Source: an optimization exercise on an open RTL-to-GDS flow (aim: small area). Production flows keep margins and buffers that such runs may drop.
In this exercise RTL edits were held to simulation tests only and were not proved equivalent to the original.

==> flow/design.v (outline; a module is shown in full before it is edited, if it fits) <==
// module FA: 4 lines
// module HA: 4 lines
// module MX: 3 lines
// module SIGMOID: 476 lines
// module GE13: 13 lines
// module ARGMAX: 28 lines
// module LSTM_HEAD: 2614 lines
module LSTM_HEAD (
    input  wire        clk,
    input  wire        rst,
    input  wire        valid,
    input  wire [13:0] h_1,
    input  wire [13:0] h_2,
    input  wire [13:0] h_3,
    input  wire [13:0] h_4,
    input  wire [13:0] h_5,
    output reg  [1:0]  OUTX,
    output wire [13:0] SCORE_1,
    output wire [13:0] SCORE_2,
    output wire [13:0] SCORE_3,
    output wire [13:0] SCORE_4
);
  // ...
==> flow/flow/run.sh <==
#!/bin/bash
# Own layout flow: the standard flow (standard.sh), with three changes in how
# the layout is made:
#  - Yosys's ABC maps the combinational logic for area (strash; dch; map -a)
#    instead of for speed; registers are mapped before ABC runs, so they keep
#    the standard synthesis's names and cells;
#  - the port buffers are sky130_fd_sc_hd__buf_1 cells;
#  - clock tree synthesis inserts no dummy loads.
set -euo pipefail
here=$(pwd)
rm -rf "$here/scripts_area"
mkdir -p "$here/scripts_area"
cp -r "$FLOW_HOME/scripts/." "$here/scripts_area/"
cp "$here/flow/abc_area.script" "$here/scripts_area/abc_area.script"
bash standard.sh finish ABC_AREA=1 SCRIPTS_DIR="$here/scripts_area" \
  "BUFFER_PORTS_ARGS=-buffer_cell sky130_fd_sc_hd__buf_1" \
  "CTS_ARGS=-sink_clustering_enable -repair_clock_nets -buf_list sky130_fd_sc_hd__clkbuf_8 -sink_clustering_size 24 -dont_use_dummy_load" \
  > "$here/orfs_make.log" 2>&1 || { tail -50 "$here/orfs_make.log"; exit 1; }
tail -5 "$here/orfs_make.log"
==> flow/flow/abc_area.script <==
strash
dch
map -a
==> flow/standard.sh <==
#!/bin/bash
# synth_recipe.tcl (not shown) runs the flow's synth.tcl, then flattens the netlist and writes it again
# the make line also repeats each setting of config.mk as NAME=value (left out here)
make -C /OpenROAD-flow-scripts/flow DESIGN_CONFIG=/design/flow/config.mk WORK_HOME=/design/flow/orfs CLKGATE_MAP_FILE= SYNTH_SCRIPT=/design/flow/synth_recipe.tcl "${@:-finish}"
==> flow/config.mk <==
export PLATFORM = sky130hd
export DESIGN_NAME = LSTM_HEAD
export DESIGN_NICKNAME = LSTM_HEAD
export VERILOG_FILES = /design/flow/design.v
export SDC_FILE = /design/flow/constraint.sdc
export NUM_CORES = 4
export LEC_CHECK = 0
export ABC_AREA = 1
export CAP_MARGIN = 10
export CORE_MARGIN = 2
export CORE_UTILIZATION = 50
export SLEW_MARGIN = 10
export SYNTH_HIERARCHICAL = 1
export SYNTH_MINIMUM_KEEP_SIZE = 0
==> flow/constraint.sdc <==
create_clock -name core_clock -period 20.0 [get_ports {clk}]
set_input_delay 4.0000 -clock core_clock [delete_from_list [all_inputs] [get_ports {clk}]]
set_output_delay 4.0000 -clock core_clock [all_outputs]
set_load 0.01 [all_outputs]
==> results.yml, run 1 <==
outcome:
  status: "complete, no violations"
final_layout:
  buffer_area_share_pct: 2.05
  seq_share_pct: 11.2
  nClkBuffers: 17
  signal_buffers: 160
  instances_no_fill: 3997
  mostFrequentLayoutCells: "fa_1, clkinv_1, nand2_1"
route:
  ant_nets: 0
  via_count: 24300
  top_layer_used: "met5"
grt:
  antenna_found_initial: 1
  grt_pass1_wl_mm: 167
  grtUsageMet2_pct: 53.4
  grt_overflow: 0
sta:
  hold_slack_ps: 322
  hold_violations: 0
  timing.fmax_mhz: 60.7
synthesis:
  synthXorXnorAreaFrac_pct: 3.28
  yosys.area_share.simple_pct: 8.43
  synthFlopType: "dfrtp_1"
  synth_compound_area_share_pct: 9.31
  postSynthAreaPerCell_um2: 11.2
  yosys_warnings: 11
worst_setup_path:
  cp_top_family: "adder cells"
  cpMostUsedCell: "fa_1"
place:
  finalWeightedCongestion: 1.02
cts:
  cts_tree: "built"
floorplan:
  die_area_um2: 68300
==> run 2, diff against run 1 <==
--- a/flow/flow/run.sh
+++ b/flow/flow/run.sh
@@ -16,3 +16,3 @@
   "BUFFER_PORTS_ARGS=-buffer_cell sky130_fd_sc_hd__buf_1" \
-  "CTS_ARGS=-sink_clustering_enable -repair_clock_nets -buf_list sky130_fd_sc_hd__clkbuf_8 -sink_clustering_size 24 -dont_use_dummy_load" \
+  "CTS_ARGS=-sink_clustering_enable -repair_clock_nets -buf_list sky130_fd_sc_hd__clkbuf_8 -dont_use_dummy_load" \
   > "$here/orfs_make.log" 2>&1 || { tail -50 "$here/orfs_make.log"; exit 1; }
--- a/flow/config.mk
+++ b/flow/config.mk
@@ -8,6 +8,6 @@
 export ABC_AREA = 1
-export CAP_MARGIN = 10
+export CAP_MARGIN = 20
 export CORE_MARGIN = 2
 export CORE_UTILIZATION = 50
-export SLEW_MARGIN = 10
+export SLEW_MARGIN = 20
 export SYNTH_HIERARCHICAL = 1
==> results.yml, run 2 <==
grt:
  grt_pass1_wl_mm: 167
  grt_use_met3_pct: 6.99
  busiest_layer: "met2"
  antenna_found_initial: 1
  use_met1_pct: 46.4
  gr-usage-all-layers_pct: 33.3
  grt_max_degree: 79
  grt_pass1_vias: 26700
  grtUsageMet2_pct: 53.4
  grt_overflow: 0
final_layout:
  mostFrequentLayoutCells: "fa_1, clkinv_1, nand2_1"
  nFillCells: 5902
  syn_to_final_growth_pct: 5.98
  drive_above_1_share_pct: 5.78
  layout.nets: 4265
  regArea_um2: 3930
  layout_commonest_cell: "fa_1"
  final_area_um2: 35100
  multi_input_area_um2: 27700
sta:
  timing.fmax_mhz: 60.8
  finalClockSkew_ps: 28.9
  setup_ws_ps: 3540
  worst_pin_slew_ps: 1190
  rsz0062_at_grt: "false"
  setup_viol: 0
  post-route-period-util_pct: 82.3
  hold_slack_ps: 322
  maxSlewHeadroom_pct: 20.7
  min_period_ps: 16460
  tns_ps: 0
  hold_violations: 0
  slew_violations: 0
place:
  finalWeightedCongestion: 1.02
  placed_cell_area_um2: 34900
  pre_cts_ws_ps: 2990
  post-dp-hpwl_mm: 92.7
  port_buffers: 130
worst_setup_path:
  slowest_stage: "fa_1"
  critPathMaxFanout: 6
  required_ps: 20400
  cp_top_family: "adder cells"
  cp-start-kind: "primary input"
  endpoint_kind: "register"
  reg2reg_slack_ps: 4450
  worst-setup-path-type: "in -> reg"
  arrival_ps: 16860
  cpMostUsedCell: "fa_1"
  path_buf_inv: 6
  max_stage_delay_ps: 620
floorplan:
  die_area_um2: 68300
  die_width_um: 261
  start_util_pct: 50.5
  rows: 94
  core_um2: 65600
  die-height_um: 261
  ioPinCount: 131
synthesis:
  synthTopCellsByCount: "fa_1, clkinv_1, nand2_1"
  synth-seq-cells: 154
  synth_top_area_share_pct: 55.4
  synthFlopType: "dfrtp_1"
  synthMostInstantiatedCell: "fa_1"
  synth_cells: 2963
  syn_nets: 4093
  ys_async_sr_fraction_pct: 100
  synth_edf_count: 0
  yosysUniqueCellTypes: 44
  yosys_warnings: 11
  netlist_top_cells_area: "fa_1, dfrtp_1, ha_1"
  netlist.top_cell.by_area: "fa_1"
  syn-cell-area_um2: 33100
  seq_area_frac_synth_pct: 11.9
  postSynthAreaPerCell_um2: 11.2
cts:
  postCtsResizedCells: 0
  clockRootBuffer: "clkbuf_8"
  clockBufferDepth: 2
  clk_latency_ps: 500
  cts_hold_buf: 0
  post_cts_buffers: 0
  htreeDepth: 4
  clkTransAtPathRegs_ps: 90
  clkSinkCount: 154
  cts_buffers: 17
  cts_tree: "built"
outcome:
  status: "complete, no violations"
route:
  vias_per_cell: 6.07
  initialDrtViolationCount: 2339
  drt_wl_total_mm: 108
  ant_nets: 0
  avgRoutedWirePerCell_um: 26.9
  via_count: 24300
  dr.pass1.iters: 6
  drc: 0
job:
  cap_violations: 0
min_path:
  hp-class: "reg -> reg"
==> run 2: cell counts after synthesis <==
Identical to the previous run, type by type.
==> run 2: routing by layer <==
metal / wire length, µm / vias up
met2: 50200 / 1229
met3: 9210 / 227
met5: 92 / -
li1: - / 10100
met1: 44300 / 12700
met4: 3680 / 2
==> run 2: modules after synthesis (local to each module, per instance), excerpt <==
module	area, µm²	flip-flops and latches
FA	20.0	0
ARGMAX	206	0
GE13	115	0
HA	12.5	0
LSTM_HEAD	5320	154
MX	11.3	0
==> run 2: kinds of logic after synthesis <==
logic type | share of synthesized area, %
AOI/OAI and AO/OA | 9.31
xor gates and xnor gates | 3.28
adders and majority gates | 60.8
buffers and inverters | 4.42
DFF | 11.9
muxes | 1.90
and+or+nand+nor | 8.43
==> run 2: final timing paths <==
check | endpoint | cells past startpoint | startpoint
min reg2reg | z2_1[7] | 0 | z1_1[7]
min | z2_1[7] | 0 | z1_1[7]
max in group asynchronous | z2_4[1] | 2 | rst
max | y_1[13] | 36 | h_2[2]
min in group asynchronous | z1_2[7] | 1 | rst
max reg2reg | z1_4[11] | 41 | y_4[13]
==> run 2: layout make-up <==
type / instances / area share (%)
well taps: 864 / 3.08
clock buffers: 17 / 0.667
inverters: 374 / 4.00
multi-input cells: 2427 / 79.0
diodes: 1 / 0.00713
flip-flops and latches: 154 / 11.2
repair buffers: 161 / 2.06
==> run 2: worst register-to-register path, delay by kind of cell, from the launching register on <==
| family | cells | cell delay [ps] |
|---|---|---|
| buf+inv | 2 | 1080 |
| xor+xnor | 1 | 330 |
| flops | 1 | 1010 |
| fa+ha+maj | 30 | 10710 |
| simple gates | 5 | 1070 |
| compound gates | 3 | 1190 |
==> run 2: per-stage QoR <==
stage          util (%)  std cells
2_1_floorplan         -       2963
3_3_place_gp       53.1       3979
3_5_place_dp       53.1       3979
4_1_cts            53.5       3996
5_1_grt            53.5       3998
6_report           53.5       3998

re-timing with driven ports:
The results above use ideal ports. As a check the final layouts listed here were re-extracted and re-timed, cells and wires unchanged. Step 1 (the two cells are an assumption about what drives the block):
set clk [get_ports {clk}]
set_driving_cell -lib_cell sky130_fd_sc_hd__clkbuf_16 $clk
set_driving_cell -lib_cell sky130_fd_sc_hd__buf_2 [delete_from_list [all_inputs] $clk]
Step 2, shift: input delay + t, output delay - t, t = (earliest + latest rising clock arrival at the registers) / 2. This alone moves slack from input paths to output paths. a / b / c = ideal ports / drivers / drivers and shift; a / b = the first two.
| run | t, ns | slack for setup (ns) | hold WS [ns] | worst slew at a driven data input, ns | pins driven straight from the clock port |
|---|---|---|---|---|---|
| run 1 | 0.536 | 3.532 / 3.557 / 3.021 | 0.322 / 0.322 / 0.322 | 0.05 | 1 |
| run 2 | 0.538 | 3.539 / 3.564 / 3.027 | 0.322 / 0.322 / 0.322 | 0.05 | 1 |
After both steps every run listed still meets setup and hold. For run 2, which loses most, drivers alone change the setup slack by +0.025 ns; drivers and shift together by -0.512 ns.
